Background: an optimization exercise with open tools, aiming at small area. Do not read the settings as production practice. The RTL was checked by simulation tests, not by an equivalence proof against the original design. Power figures rest on the tool's default switching activity, not on a simulated workload. The clock port is modelled as an ideal driver; clocking choices that lean on that would not hold on a real chip.

## opll_top
module opll_top (
    input   wire                i_CLK,
    input   wire                i_IC_n,
    input   wire                i_ALTPATCH_EN,
    input   wire                i_CS_n,
    input   wire                i_WR_n,
    input   wire                i_A0,
    input   wire        [7:0]   i_D,
    output  wire        [1:0]   o_D,
    output  wire                o_D_OE,
    output  wire                o_DAC_EN_MO,
    output  wire                o_DAC_EN_RO,
    output  wire                o_IMP_NOFLUC_SIGN,
    output  wire        [7:0]   o_IMP_NOFLUC_MAG,
    output  wire signed [9:0]   o_IMP_FLUC_SIGNED_MO,
    output  wire signed [9:0]   o_IMP_FLUC_SIGNED_RO,
    input   wire signed [4:0]   i_ACC_SIGNED_MOVOL,
    input   wire signed [4:0]   i_ACC_SIGNED_ROVOL,
    output  wire                o_ACC_SIGNED_STRB,
    output  wire signed [15:0]  o_ACC_SIGNED
);
IKAOPLL #(
    .FULLY_SYNCHRONOUS          (1),
    .FAST_RESET                 (1),
    .ALTPATCH_CONFIG_MODE       (0),
    .USE_PIPELINED_MULTIPLIER   (1)
) u_IKAOPLL (
    .i_XIN_EMUCLK               (i_CLK),
    .i_phiM_PCEN_n              (1'b0),
    .i_IC_n                     (i_IC_n),
    .i_ALTPATCH_EN              (i_ALTPATCH_EN),
    .i_CS_n                     (i_CS_n),
    .i_WR_n                     (i_WR_n),
    .i_A0                       (i_A0),
    .i_D                        (i_D),
  ...
For scale: roughly 1500 flip-flops, about 75 I/O pins, about 0.055 mm^2 of cells after synthesis.
Settings: LEC_CHECK=0, ABC_AREA=1, CAP_MARGIN=20, CORE_MARGIN=2, CORE_UTILIZATION=50, CTS_CLUSTER_DIAMETER=90, CTS_CLUSTER_SIZE=28, SLEW_MARGIN=20; clock period 9.0 ns.
standard.sh (not shown) runs the stock make flow with config.mk's settings and CLKGATE_MAP_FILE= SYNTH_SCRIPT=/design/flow/synth_recipe.tcl, a recipe that flattens the netlist after the stock synthesis.
==> flow/flow/run.sh <==
#!/bin/bash
set -e
export BUFFER_PORTS_ARGS="-buffer_cell sky130_fd_sc_hd__buf_1"
export CTS_ARGS="-sink_clustering_enable -repair_clock_nets -sink_clustering_size 28 -sink_clustering_max_diameter 90 -dont_use_dummy_load"
bash standard.sh > standard.log 2>&1
The starting point finished with timing, DRC and antenna clean.
Rerun with:
==> flow/flow/run.sh (replaced) <==
#!/bin/bash
set -e
export BUFFER_PORTS_ARGS="-buffer_cell sky130_fd_sc_hd__buf_1"
export CTS_ARGS="-sink_clustering_enable -repair_clock_nets -sink_clustering_size 32 -sink_clustering_max_diameter 100 -dont_use_dummy_load"
bash standard.sh > standard.log 2>&1
Settings changed: CORE_UTILIZATION 50 to 60, CTS_CLUSTER_DIAMETER 90 to 100, CTS_CLUSTER_SIZE 28 to 32, PLACE_DENSITY set to 0.72.
Outcome: Core utilization is higher by 10 points. Clock-buffer cell count is lower by 14. Cell area is lower by 1.3%. Total power is lower by 1.3%. Via count is higher by 1.6%.

========
Starting RTL as in the previous note.
export LEC_CHECK = 0
export ABC_AREA = 1
export CAP_MARGIN = 20
export CORE_MARGIN = 2
export CORE_UTILIZATION = 50
export CTS_CLUSTER_DIAMETER = 100
export CTS_CLUSTER_SIZE = 24
export SLEW_MARGIN = 20
create_clock -name core_clock -period 9.0 [get_ports {i_CLK}]
==> flow/flow/run.sh <==
#!/bin/bash
set -e
export BUFFER_PORTS_ARGS="-buffer_cell sky130_fd_sc_hd__buf_1"
export CTS_ARGS="-sink_clustering_enable -repair_clock_nets -sink_clustering_size 24 -sink_clustering_max_diameter 100 -dont_use_dummy_load"
bash standard.sh > standard.log 2>&1
The first run passed the timing, DRC and antenna checks.
Next try:
==> flow/run.sh (new file) <==
#!/bin/bash
# synth_recipe.tcl (not shown) runs the flow's synth.tcl, then flattens the netlist and writes it again
# the make line also repeats each setting of config.mk as NAME=value (left out here)
make -C /OpenROAD-flow-scripts/flow DESIGN_CONFIG=/design/flow/config.mk WORK_HOME=/design/flow/orfs CLKGATE_MAP_FILE= SYNTH_SCRIPT=/design/flow/synth_recipe.tcl finish
removed: flow/flow/run.sh
removed: flow/standard.sh
=> The changed run finished with timing, DRC and antenna clean. Die area is unchanged. Core utilization came out higher by 0.83 points. Area after synthesis is unchanged. Global-route usage rises by 0.63 points. Combinational power hardly moves. Via count is about the same. Clock-buffer cell count goes up by 30. Cell area went up by 1.5%.

## re-timing with driven ports
In the flow no input, the clock included, has a driving cell. The finished layouts below were timed again as built, in two steps. Step 1 (the two cells are an assumption about what drives the block):
set clk [get_ports {i_CLK}]
set_driving_cell -lib_cell sky130_fd_sc_hd__clkbuf_16 $clk
set_driving_cell -lib_cell sky130_fd_sc_hd__buf_2 [delete_from_list [all_inputs] $clk]
Step 2 also shifts input and output timing later by t, the mid clock arrival at the registers, as if the neighbouring blocks saw the same clock. a / b / c = no drivers / after step 1 / after step 2; a / b = the first two.
| run | t (ns) | setup slack, ns | latest minus earliest clock arrival (ns) | pins driven straight from the clock port |
|---|---|---|---|---|
| the first run of note 1 | 0.715 | 2.205 / 2.205 / 2.026 | 0.105 / 0.106 | 1 |
| the second run of note 1 | 0.727 | 2.211 / 2.211 / 2.083 | 0.108 / 0.108 | 1 |
| the first run of note 2 | 0.721 | 2.238 / 2.238 / 2.057 | 0.121 / 0.121 | 1 |
| the second run of note 2 | 0.761 | 2.121 / 2.121 / 1.777 | 0.054 / 0.054 | 1 |
After both steps setup and hold are still met in every run listed. For the second run of note 2, which loses most, drivers alone change the setup slack by 0.000 ns; drivers and shift together by -0.344 ns.
